Source: an optimization exercise on an open RTL-to-GDS flow (aim: small area, a short achievable clock period and few clock cycles). Production flows keep margins and buffers that such runs may drop.
The RTL was checked by simulation tests, not by an equivalence proof against the original design.
No driver is modelled on the clock port, so clock power and skew are understated where the tree is cut down; a real chip needs a root buffer or a tree.
No activity file was given, so power comes from the tool's default toggle rates.

==> v25: inputs <==
// day3_part2_top
module day3_part2_top( clk, rst, rom_addr, rom_data, sum, done );
    input clk;
    input rst;
    output [13:0] rom_addr;
    input [7:0] rom_data;
    output [31:0] sum;
    output done;
    reg        rst_q;       
    reg [13:0] addr;
    reg [6:0]  hi;          
    reg [7:0]  lo;          
    reg        pz;          
    reg        l1, l2, l3;  
    reg [52:1] seen1;
    reg [52:1] seen2;
    reg        keep1a;      
    reg        keep1b;      
    reg        keep2a;      
    reg        keep2b;      
    reg [5:0]  badge;
    reg        add;         
    reg        add2;        
    reg        c3;
    reg [5:0]  sum_lo;
    reg        carry;
    reg [11:0] sum_hi;
    reg        fin;         
    reg        fin2;
    reg        int_done;
    wire zero = hi[0] & lo[0];
    wire eol = zero & ~pz;                        
    wire last = eol & l3;                         
    wire [52:1] keep1 = {{26{keep1b}}, {26{keep1a}}};
    wire [52:1] keep2 = {{26{keep2b}}, {26{keep2a}}};
    reg [52:1] hit;
    integer i;
    always @(*)
        for (i = 1; i <= 52; i = i + 1)
            hit[i] = hi[i / 8] & lo[i % 8];
    reg [5:0] enc;
  ...
==> module day3_part2_top, before the edit <==
module day3_part2_top( clk, rst, rom_addr, rom_data, sum, done );
    input clk;
    input rst;
    output [13:0] rom_addr;
    input [7:0] rom_data;
    output [31:0] sum;
    output done;
    reg        rst_q;       
    reg [13:0] addr;
    reg [6:0]  hi;          
    reg [7:0]  lo;          
    reg        pz;          
    reg        l1, l2, l3;  
    reg [52:1] seen1;
    reg [52:1] seen2;
    reg        keep1a;      
    reg        keep1b;      
    reg        keep2a;      
    reg        keep2b;      
    reg [5:0]  badge;
    reg        add;         
    reg        add2;        
    reg        c3;
    reg [5:0]  sum_lo;
    reg        carry;
    reg [11:0] sum_hi;
    reg        fin;         
    reg        fin2;
    reg        int_done;
    wire zero = hi[0] & lo[0];
    wire eol = zero & ~pz;                        
    wire last = eol & l3;                         
    wire [52:1] keep1 = {{26{keep1b}}, {26{keep1a}}};
    wire [52:1] keep2 = {{26{keep2b}}, {26{keep2a}}};
    reg [52:1] hit;
    integer i;
    always @(*)
        for (i = 1; i <= 52; i = i + 1)
            hit[i] = hi[i / 8] & lo[i % 8];
    reg [5:0] enc;
    always @(*) begin
        enc = 6'd0;
        for (i = 1; i <= 52; i = i + 1)
            if (seen1[i]) enc = enc | i[5:0];
    end
    assign rom_addr = addr;
    assign sum = {14'd0, sum_hi, sum_lo};
    assign done = int_done;
    always @(posedge clk) begin
        rst_q <= rst;
        addr <= rst_q ? 14'd0 : addr + 14'd1;
        for (i = 0; i < 7; i = i + 1)
            hi[i] <= (rom_data[5:3] == i);
        for (i = 0; i < 8; i = i + 1)
            lo[i] <= (rom_data[2:0] == i);
        pz <= zero;
        l1 <= ~rst_q & ((~l1 & ~l2 & ~l3) | (l1 & ~eol) | last);
        l2 <= ~rst_q & ((l2 & ~eol) | (l1 & eol));
        l3 <= ~rst_q & ((l3 & ~eol) | (l2 & eol));
        keep1a <= ~rst_q & ~(eol & (l2 | l3));
        keep1b <= ~rst_q & ~(eol & l2) & ~last;
        keep2a <= ~rst_q & ~last;
        keep2b <= ~rst_q & ~(eol & (l1 | l3));
        seen1 <= (seen1 & keep1) | (hit & ({52{l1}} | ({52{l3}} & seen2)));
        seen2 <= (seen2 & keep2) | (hit & {52{l2}} & seen1);
        badge <= enc;
        add <= ~rst_q & last & ~int_done;
        add2 <= ~rst_q & add;
        if (rst_q) begin
            sum_lo <= 6'd0;
            c3 <= 1'b0;
            carry <= 1'b0;
            sum_hi <= 12'd0;
        end else begin
            if (add)
                {c3, sum_lo[2:0]} <= {1'b0, sum_lo[2:0]} + {1'b0, badge[2:0]};
            if (add2)
                {carry, sum_lo[5:3]} <= {1'b0, sum_lo[5:3]} + {1'b0, badge[5:3]} + {3'd0, c3};
            else
                carry <= 1'b0;
            sum_hi <= sum_hi + {11'd0, carry};
        end
        fin <= ~rst_q & zero & pz & l1;
        fin2 <= ~rst_q & fin;
        int_done <= ~rst & ~rst_q & (int_done | fin2);
    end
endmodule
clock: 4.0 ns
lec_check: 0
abc_clock_period_in_ps: 1500
cap_margin: 20
core_margin: 2
core_utilization: 40
setup_slack_margin: 2.45
slew_margin: 20
standard.sh (not shown) runs the stock make flow with config.mk's settings and CLKGATE_MAP_FILE= SYNTH_SCRIPT=/design/flow/synth_recipe.tcl, a recipe that flattens the netlist after the stock synthesis.
==> flow/flow/run.sh <==
#!/bin/bash
# The standard layout (standard.sh), except:
# - the clock tree is built by flow/mycts.tcl, run as ORFS's PRE_CTS_TCL hook,
#   which then skips clock_tree_synthesis: the clock port drives 4 root
#   inverters, each driving 2 leaf inverters, each driving an equal-count grid
#   cluster of flip-flops (two inversions: the flip-flops see the port clock);
# - the port buffers are buf_2 cells instead of delay cells;
# - setup repair does not insert buffers (unbuffer, sizeup, swap only).
# All tool output goes to standard.log and ORFS's own logs under orfs/logs.
set -euo pipefail
export PRE_CTS_TCL=$PWD/flow/mycts.tcl
export MYCTS_COLS=4
export MYCTS_ROWS=2
export MYCTS_ROOT=sky130_fd_sc_hd__inv_12
export MYCTS_LEAF=sky130_fd_sc_hd__inv_16
export MYCTS_OUTBUF=sky130_fd_sc_hd__buf_2
export MYCTS_INBUF=sky130_fd_sc_hd__buf_2
export SETUP_MOVE_SEQUENCE=unbuffer,sizeup,swap
# slow wide OR gates are left out of synthesis and repair; adders are plain
# gates for abc rather than full-adder cells
export DONT_USE_CELLS="sky130_fd_sc_hd__or4* sky130_fd_sc_hd__or3*"
export ADDER_MAP_FILE=
bash standard.sh > standard.log 2>&1
==> flow/flow/mycts.tcl <==
set nleaf_cols [expr {[info exists ::env(MYCTS_COLS)] ? $::env(MYCTS_COLS) : 2}]
set nleaf_rows [expr {[info exists ::env(MYCTS_ROWS)] ? $::env(MYCTS_ROWS) : 4}]
set root_master_name [expr {[info exists ::env(MYCTS_ROOT)] ? $::env(MYCTS_ROOT) : "sky130_fd_sc_hd__clkbuf_16"}]
set leaf_master_name [expr {[info exists ::env(MYCTS_LEAF)] ? $::env(MYCTS_LEAF) : "sky130_fd_sc_hd__clkbuf_16"}]

set db [ord::get_db]
set block [ord::get_db_block]
set clk_net [$block findNet clk]
set leaf_master [$db findMaster $leaf_master_name]

# flip-flop clock pins on the clock net
set sinks {}
foreach it [$clk_net getITerms] {
  set inst [$it getInst]
  set loc [$inst getLocation]
  set m [$inst getMaster]
  set x [expr {[lindex $loc 0] + [$m getWidth] / 2}]
  set y [expr {[lindex $loc 1] + [$m getHeight] / 2}]
  lappend sinks [list $x $y $it]
}
set n [llength $sinks]
puts "mycts: $n clock sinks, $nleaf_cols x $nleaf_rows leaves"

# grid partition with equal counts: columns by x, then rows by y
set sinks [lsort -integer -index 0 $sinks]
set clusters {}
for {set c 0} {$c < $nleaf_cols} {incr c} {
  set lo [expr {($c * $n) / $nleaf_cols}]
  set hi [expr {(($c + 1) * $n) / $nleaf_cols - 1}]
  set col [lsort -integer -index 1 [lrange $sinks $lo $hi]]
  set m [llength $col]
  for {set r 0} {$r < $nleaf_rows} {incr r} {
    set lo2 [expr {($r * $m) / $nleaf_rows}]
    set hi2 [expr {(($r + 1) * $m) / $nleaf_rows - 1}]
    lappend clusters [lrange $col $lo2 $hi2]
  }
}

proc centroid {pts} {
  set sx 0; set sy 0
  foreach p $pts { set sx [expr {$sx + [lindex $p 0]}]; set sy [expr {$sy + [lindex $p 1]}] }
  set k [llength $pts]
  return [list [expr {$sx / $k}] [expr {$sy / $k}]]
}

proc place_at {inst x y} {
  set m [$inst getMaster]
  set x0 [expr {$x - [$m getWidth] / 2}]
  set y0 [expr {$y - [$m getHeight] / 2}]
  $inst setLocation [expr {int($x0)}] [expr {int($y0)}]
  $inst setPlacementStatus PLACED
}

set leaf_pos {}
foreach cl $clusters { lappend leaf_pos [centroid $cl] }
set root_nets {}
for {set c 0} {$c < $nleaf_cols} {incr c} {
  if {$root_master_name eq "none"} {
    lappend root_nets $clk_net
    continue
  }
  set rp [centroid [lrange $leaf_pos [expr {$c * $nleaf_rows}] [expr {($c + 1) * $nleaf_rows - 1}]]]
  set root [odb::dbInst_create $block [$db findMaster $root_master_name] "mycts_root_$c"]
  place_at $root [lindex $rp 0] [lindex $rp 1]
  set rnet [odb::dbNet_create $block "mycts_root_net_$c"]
  $rnet setSigType CLOCK
  [$root findITerm A] connect $clk_net
  [$root findITerm [expr {[$root findITerm X] ne "NULL" ? "X" : "Y"}]] connect $rnet
  lappend root_nets $rnet
}

set i 0
foreach cl $clusters pos $leaf_pos {
  set leaf [odb::dbInst_create $block $leaf_master "mycts_leaf_$i"]
  place_at $leaf [lindex $pos 0] [lindex $pos 1]
  set net [odb::dbNet_create $block "mycts_net_$i"]
  $net setSigType CLOCK
  [$leaf findITerm A] connect [lindex $root_nets [expr {$i / $nleaf_rows}]]
  [$leaf findITerm [expr {[$leaf findITerm X] ne "NULL" ? "X" : "Y"}]] connect $net
  foreach p $cl {
    set it [lindex $p 2]
    $it disconnect
    $it connect $net
  }
  puts "mycts: leaf $i at $pos drives [llength $cl] sinks"
  incr i
}
$clk_net setSigType CLOCK

set_propagated_clock [all_clocks]

# the tree is built: make the flow's CTS calls no-ops (repair_clock_inverters
# would clone the root inverters for each of their loads)
rename clock_tree_synthesis orig_clock_tree_synthesis
proc clock_tree_synthesis {args} { puts "mycts: clock_tree_synthesis skipped" }
rename repair_clock_inverters orig_repair_clock_inverters
proc repair_clock_inverters {args} { puts "mycts: repair_clock_inverters skipped" }

# Output ports: the flow's port buffers are slow delay cells; use buf_2.
if {[info exists ::env(MYCTS_OUTBUF)] && $::env(MYCTS_OUTBUF) ne ""} {
  foreach port [all_outputs] {
    set net [get_nets [get_full_name $port]]
    foreach pin [get_pins -of_objects $net -filter "direction == output"] {
      set inst [get_cells -of_objects $pin]
      set cell [get_property $inst ref_name]
      if {[string match "sky130_fd_sc_hd__*buf*" $cell] || [string match "sky130_fd_sc_hd__dly*" $cell]} {
        replace_cell [get_property $inst full_name] $::env(MYCTS_OUTBUF)
      }
    }
  }
}

# Input ports (but the clock): the flow's port buffers are slow delay cells.
if {[info exists ::env(MYCTS_INBUF)] && $::env(MYCTS_INBUF) ne ""} {
  foreach port [all_inputs] {
    set pname [get_full_name $port]
    if {$pname eq "clk"} { continue }
    set net [get_nets $pname]
    foreach pin [get_pins -of_objects $net -filter "direction == input"] {
      set inst [get_cells -of_objects $pin]
      set cell [get_property $inst ref_name]
      if {[string match "sky130_fd_sc_hd__*buf*" $cell] || [string match "sky130_fd_sc_hd__dly*" $cell]} {
        replace_cell [get_property $inst full_name] $::env(MYCTS_INBUF)
      }
    }
  }
}
==> v29 (differences from v25) <==
==> flow/design.v (replaced) <==
`timescale 1ns / 1ps
module day3_part2_top( clk, rst, rom_addr, rom_data, sum, done );
    input clk;
    input rst;
    output [13:0] rom_addr;
    input [7:0] rom_data;
    output [31:0] sum;
    output done;
    reg [13:0] addr;
    reg        rst_q;       
    reg [5:0]  d;           
    reg        pz;          
    reg [1:0]  line;        
    reg [52:1] seen1;
    reg [52:1] seen2;
    reg        keep1a;      
    reg        keep1b;      
    reg        keep2a;      
    reg        keep2b;      
    reg [5:0]  badge;
    reg        add;         
    reg [5:0]  sum_lo;
    reg        carry;
    reg [11:0] sum_hi;
    reg        fin;         
    reg        int_done;
    wire zero = (d == 6'd0);
    wire eol = zero & ~pz;                        
    wire last = eol & (line == 2'd2);             
    wire [63:0] onehot = 64'd1 << d;
    wire [52:1] hit = onehot[52:1];
    wire [52:1] keep1 = {{26{keep1b}}, {26{keep1a}}};
    wire [52:1] keep2 = {{26{keep2b}}, {26{keep2a}}};
    reg [5:0] enc;
    integer i;
    always @(*) begin
        enc = 6'd0;
        for (i = 1; i <= 52; i = i + 1)
            if (seen1[i]) enc = enc | i[5:0];
    end
    assign rom_addr = addr;
    assign sum = {14'd0, sum_hi, sum_lo};
    assign done = int_done;
    always @(posedge clk) begin
        rst_q <= rst;
        addr <= rst_q ? 14'd0 : addr + 14'd1;
        d <= rom_data[5:0];
        pz <= zero;
        if (rst_q)
            line <= 2'd3;
        else if (line == 2'd3)
            line <= 2'd0;
        else if (eol)
            line <= last ? 2'd0 : line + 2'd1;
        keep1a <= ~rst_q & ~(eol & (line != 2'd0));
        keep1b <= ~rst_q & ~(eol & line[0]) & ~last;
        keep2a <= ~rst_q & ~last;
        keep2b <= ~rst_q & ~(eol & ~line[0]);
        seen1 <= (seen1 & keep1)
               | (hit & (line == 2'd0 ? {52{1'b1}} : line == 2'd2 ? seen2 : 52'd0));
        seen2 <= (seen2 & keep2) | (hit & (line == 2'd1 ? seen1 : 52'd0));
        badge <= enc;
        add <= ~rst_q & last & ~int_done;
        if (rst_q) begin
            sum_lo <= 6'd0;
            carry <= 1'b0;
            sum_hi <= 12'd0;
        end else begin
            if (add)
                {carry, sum_lo} <= {1'b0, sum_lo} + {1'b0, badge};
            else
                carry <= 1'b0;
            sum_hi <= sum_hi + {11'd0, carry};
        end
        fin <= ~rst_q & zero & pz & (line == 2'd0);
        int_done <= ~rst & ~rst_q & (int_done | fin);
    end
endmodule
==> flow/flow/run.sh (replaced) <==
#!/bin/bash
# The standard layout, except that the clock tree is built by
# flow/mycts.tcl (run as ORFS's PRE_CTS_TCL hook, which then skips
# clock_tree_synthesis): the clock port drives one root clkbuf per column of
# leaf clkbufs, each leaf drives one equal-count grid cluster of flip-flops.
set -euo pipefail
export PRE_CTS_TCL=$PWD/flow/mycts.tcl
export MYCTS_COLS=4
export MYCTS_ROWS=2
export MYCTS_ROOT=sky130_fd_sc_hd__clkbuf_16
export MYCTS_LEAF=sky130_fd_sc_hd__clkbuf_16
bash standard.sh > standard.log 2>&1
--- a/flow/flow/mycts.tcl
+++ b/flow/flow/mycts.tcl
@@ -1,3 +1,7 @@
+# Clock tree: the clock port drives one root clkbuf, which drives NLEAF leaf
+# clkbufs; each leaf drives the clock pins of one cluster of flip-flops. The
+# clusters split the flip-flops into a grid of equal-count regions, so every
+# flip-flop sees the same two buffer levels. Replaces clock_tree_synthesis.
 set nleaf_cols [expr {[info exists ::env(MYCTS_COLS)] ? $::env(MYCTS_COLS) : 2}]
 set nleaf_rows [expr {[info exists ::env(MYCTS_ROWS)] ? $::env(MYCTS_ROWS) : 4}]
 set root_master_name [expr {[info exists ::env(MYCTS_ROOT)] ? $::env(MYCTS_ROOT) : "sky130_fd_sc_hd__clkbuf_16"}]
@@ -65,7 +69,7 @@
   set rnet [odb::dbNet_create $block "mycts_root_net_$c"]
   $rnet setSigType CLOCK
   [$root findITerm A] connect $clk_net
-  [$root findITerm [expr {[$root findITerm X] ne "NULL" ? "X" : "Y"}]] connect $rnet
+  [$root findITerm X] connect $rnet
   lappend root_nets $rnet
 }
 
@@ -76,7 +80,7 @@
   set net [odb::dbNet_create $block "mycts_net_$i"]
   $net setSigType CLOCK
   [$leaf findITerm A] connect [lindex $root_nets [expr {$i / $nleaf_rows}]]
-  [$leaf findITerm [expr {[$leaf findITerm X] ne "NULL" ? "X" : "Y"}]] connect $net
+  [$leaf findITerm X] connect $net
   foreach p $cl {
     set it [lindex $p 2]
     $it disconnect
@@ -89,39 +93,6 @@
 
 set_propagated_clock [all_clocks]
 
-# the tree is built: make the flow's CTS calls no-ops (repair_clock_inverters
-# would clone the root inverters for each of their loads)
+# the tree is built: make the flow's CTS call a no-op
 rename clock_tree_synthesis orig_clock_tree_synthesis
 proc clock_tree_synthesis {args} { puts "mycts: clock_tree_synthesis skipped" }
-rename repair_clock_inverters orig_repair_clock_inverters
-proc repair_clock_inverters {args} { puts "mycts: repair_clock_inverters skipped" }
-
-# Output ports: the flow's port buffers are slow delay cells; use buf_2.
-if {[info exists ::env(MYCTS_OUTBUF)] && $::env(MYCTS_OUTBUF) ne ""} {
-  foreach port [all_outputs] {
-    set net [get_nets [get_full_name $port]]
-    foreach pin [get_pins -of_objects $net -filter "direction == output"] {
-      set inst [get_cells -of_objects $pin]
-      set cell [get_property $inst ref_name]
-      if {[string match "sky130_fd_sc_hd__*buf*" $cell] || [string match "sky130_fd_sc_hd__dly*" $cell]} {
-        replace_cell [get_property $inst full_name] $::env(MYCTS_OUTBUF)
-      }
-    }
-  }
-}
-
-# Input ports (but the clock): the flow's port buffers are slow delay cells.
-if {[info exists ::env(MYCTS_INBUF)] && $::env(MYCTS_INBUF) ne ""} {
-  foreach port [all_inputs] {
-    set pname [get_full_name $port]
-    if {$pname eq "clk"} { continue }
-    set net [get_nets $pname]
-    foreach pin [get_pins -of_objects $net -filter "direction == input"] {
-      set inst [get_cells -of_objects $pin]
-      set cell [get_property $inst ref_name]
-      if {[string match "sky130_fd_sc_hd__*buf*" $cell] || [string match "sky130_fd_sc_hd__dly*" $cell]} {
-        replace_cell [get_property $inst full_name] $::env(MYCTS_INBUF)
-      }
-    }
-  }
-}
--- a/flow/config.mk
+++ b/flow/config.mk
@@ -5,9 +5,9 @@
 export SDC_FILE = /design/flow/constraint.sdc
 export NUM_CORES = 4
 export LEC_CHECK = 0
-export ABC_CLOCK_PERIOD_IN_PS = 1500
+export ABC_CLOCK_PERIOD_IN_PS = 1650
 export CAP_MARGIN = 20
 export CORE_MARGIN = 2
 export CORE_UTILIZATION = 40
-export SETUP_SLACK_MARGIN = 2.45
+export SETUP_SLACK_MARGIN = 2.35
 export SLEW_MARGIN = 20
==> v16 (differences from v25) <==
--- a/flow/flow/run.sh
+++ b/flow/flow/run.sh
@@ -16,8 +16,4 @@
 export MYCTS_OUTBUF=sky130_fd_sc_hd__buf_2
 export MYCTS_INBUF=sky130_fd_sc_hd__buf_2
 export SETUP_MOVE_SEQUENCE=unbuffer,sizeup,swap
-# slow wide OR gates are left out of synthesis and repair; adders are plain
-# gates for abc rather than full-adder cells
-export DONT_USE_CELLS="sky130_fd_sc_hd__or4* sky130_fd_sc_hd__or3*"
-export ADDER_MAP_FILE=
 bash standard.sh > standard.log 2>&1
--- a/flow/config.mk
+++ b/flow/config.mk
@@ -5,9 +5,9 @@
 export SDC_FILE = /design/flow/constraint.sdc
 export NUM_CORES = 4
 export LEC_CHECK = 0
-export ABC_CLOCK_PERIOD_IN_PS = 1500
+export ABC_CLOCK_PERIOD_IN_PS = 1000
 export CAP_MARGIN = 20
 export CORE_MARGIN = 2
 export CORE_UTILIZATION = 40
-export SETUP_SLACK_MARGIN = 2.45
+export SETUP_SLACK_MARGIN = 2.5
 export SLEW_MARGIN = 20
==> v27 (differences from v25) <==
==> flow/flow/run.sh (replaced) <==
#!/bin/bash
# The standard layout, except that the clock tree is built by
# flow/mycts.tcl (run as ORFS's PRE_CTS_TCL hook, which then skips
# clock_tree_synthesis): the clock port drives one root clkbuf per column of
# leaf clkbufs, each leaf drives one equal-count grid cluster of flip-flops.
set -euo pipefail
export PRE_CTS_TCL=$PWD/flow/mycts.tcl
export MYCTS_COLS=4
export MYCTS_ROWS=2
export MYCTS_ROOT=sky130_fd_sc_hd__clkbuf_16
export MYCTS_LEAF=sky130_fd_sc_hd__clkbuf_16
export MYCTS_OUTBUF=sky130_fd_sc_hd__buf_2
export SETUP_MOVE_SEQUENCE=unbuffer,sizeup,swap
bash standard.sh > standard.log 2>&1
--- a/flow/flow/mycts.tcl
+++ b/flow/flow/mycts.tcl
@@ -1,3 +1,7 @@
+# Clock tree: the clock port drives one root clkbuf, which drives NLEAF leaf
+# clkbufs; each leaf drives the clock pins of one cluster of flip-flops. The
+# clusters split the flip-flops into a grid of equal-count regions, so every
+# flip-flop sees the same two buffer levels. Replaces clock_tree_synthesis.
 set nleaf_cols [expr {[info exists ::env(MYCTS_COLS)] ? $::env(MYCTS_COLS) : 2}]
 set nleaf_rows [expr {[info exists ::env(MYCTS_ROWS)] ? $::env(MYCTS_ROWS) : 4}]
 set root_master_name [expr {[info exists ::env(MYCTS_ROOT)] ? $::env(MYCTS_ROOT) : "sky130_fd_sc_hd__clkbuf_16"}]
@@ -65,7 +69,7 @@
   set rnet [odb::dbNet_create $block "mycts_root_net_$c"]
   $rnet setSigType CLOCK
   [$root findITerm A] connect $clk_net
-  [$root findITerm [expr {[$root findITerm X] ne "NULL" ? "X" : "Y"}]] connect $rnet
+  [$root findITerm X] connect $rnet
   lappend root_nets $rnet
 }
 
@@ -76,7 +80,7 @@
   set net [odb::dbNet_create $block "mycts_net_$i"]
   $net setSigType CLOCK
   [$leaf findITerm A] connect [lindex $root_nets [expr {$i / $nleaf_rows}]]
-  [$leaf findITerm [expr {[$leaf findITerm X] ne "NULL" ? "X" : "Y"}]] connect $net
+  [$leaf findITerm X] connect $net
   foreach p $cl {
     set it [lindex $p 2]
     $it disconnect
@@ -89,12 +93,9 @@
 
 set_propagated_clock [all_clocks]
 
-# the tree is built: make the flow's CTS calls no-ops (repair_clock_inverters
-# would clone the root inverters for each of their loads)
+# the tree is built: make the flow's CTS call a no-op
 rename clock_tree_synthesis orig_clock_tree_synthesis
 proc clock_tree_synthesis {args} { puts "mycts: clock_tree_synthesis skipped" }
-rename repair_clock_inverters orig_repair_clock_inverters
-proc repair_clock_inverters {args} { puts "mycts: repair_clock_inverters skipped" }
 
 # Output ports: the flow's port buffers are slow delay cells; use buf_2.
 if {[info exists ::env(MYCTS_OUTBUF)] && $::env(MYCTS_OUTBUF) ne ""} {
@@ -109,19 +110,3 @@
     }
   }
 }
-
-# Input ports (but the clock): the flow's port buffers are slow delay cells.
-if {[info exists ::env(MYCTS_INBUF)] && $::env(MYCTS_INBUF) ne ""} {
-  foreach port [all_inputs] {
-    set pname [get_full_name $port]
-    if {$pname eq "clk"} { continue }
-    set net [get_nets $pname]
-    foreach pin [get_pins -of_objects $net -filter "direction == input"] {
-      set inst [get_cells -of_objects $pin]
-      set cell [get_property $inst ref_name]
-      if {[string match "sky130_fd_sc_hd__*buf*" $cell] || [string match "sky130_fd_sc_hd__dly*" $cell]} {
-        replace_cell [get_property $inst full_name] $::env(MYCTS_INBUF)
-      }
-    }
-  }
-}
--- a/flow/config.mk
+++ b/flow/config.mk
@@ -5,9 +5,10 @@
 export SDC_FILE = /design/flow/constraint.sdc
 export NUM_CORES = 4
 export LEC_CHECK = 0
-export ABC_CLOCK_PERIOD_IN_PS = 1500
+export ABC_AREA = 1
+export ABC_CLOCK_PERIOD_IN_PS = 1550
 export CAP_MARGIN = 20
 export CORE_MARGIN = 2
 export CORE_UTILIZATION = 40
-export SETUP_SLACK_MARGIN = 2.45
+export SETUP_SLACK_MARGIN = 2.38
 export SLEW_MARGIN = 20
==> notes <==
Via count: v29 is lower than v27 (about 10%). Sequential power is about the same in v16 and v27. v29 completed without violations. v25 completed without violations. v27 produced a clean layout. v16 finished clean. Of v27 and v29, v27 has the higher register-to-register slack (gap 0.07 ns). The highest first-iteration DRC count belongs to v16, the lowest to v27.
Testbench counts of v25, summed over its fixed seeds: cycles 164,595.
Testbench counts of v29, summed over its fixed seeds: cycles 164,571.
Testbench counts of v16, summed over its fixed seeds: cycles 164,595.
Testbench counts of v27, summed over its fixed seeds: cycles 164,595.
No run of this note takes its clock network from TritonCTS; it comes from the design's own scripts or RTL.

-- port drivers added, routing unchanged --
Ports are ideal in the flow. The routed layouts listed here were re-timed in OpenROAD.
Step 1, drivers: a clkbuf_16 drives clk and a buf_2 each remaining input, both assumed.
Step 2 moves the port delays by t, midway between the first and last clock arrival at a register: inputs arrive t later, outputs are due t later. That takes back most of the time a late clock gives input paths.
Three values: ideal, step 1, step 2; two values: the first two.
run | t (ns) | slack for setup (ns) | hold slack, ns | worst setup path after step 2
v25 | 0.265 | 2.485 / 2.334 / 2.483 | 0.460 / 0.460 / 0.460 | register to register
v29 | 0.363 | 2.304 / 2.221 / 2.382 | 0.448 / 0.448 / 0.448 | register to register
v16 | 0.264 | 2.454 / 2.355 / 2.453 | 0.442 / 0.442 / 0.442 | register to register
v27 | 0.364 | 2.405 / 2.320 / 2.259 | 0.407 / 0.407 / 0.407 | input to register
After both steps setup and hold are still met in every run listed. For v27, which loses most, drivers alone change the setup slack by -0.085 ns; drivers and shift together by -0.146 ns.
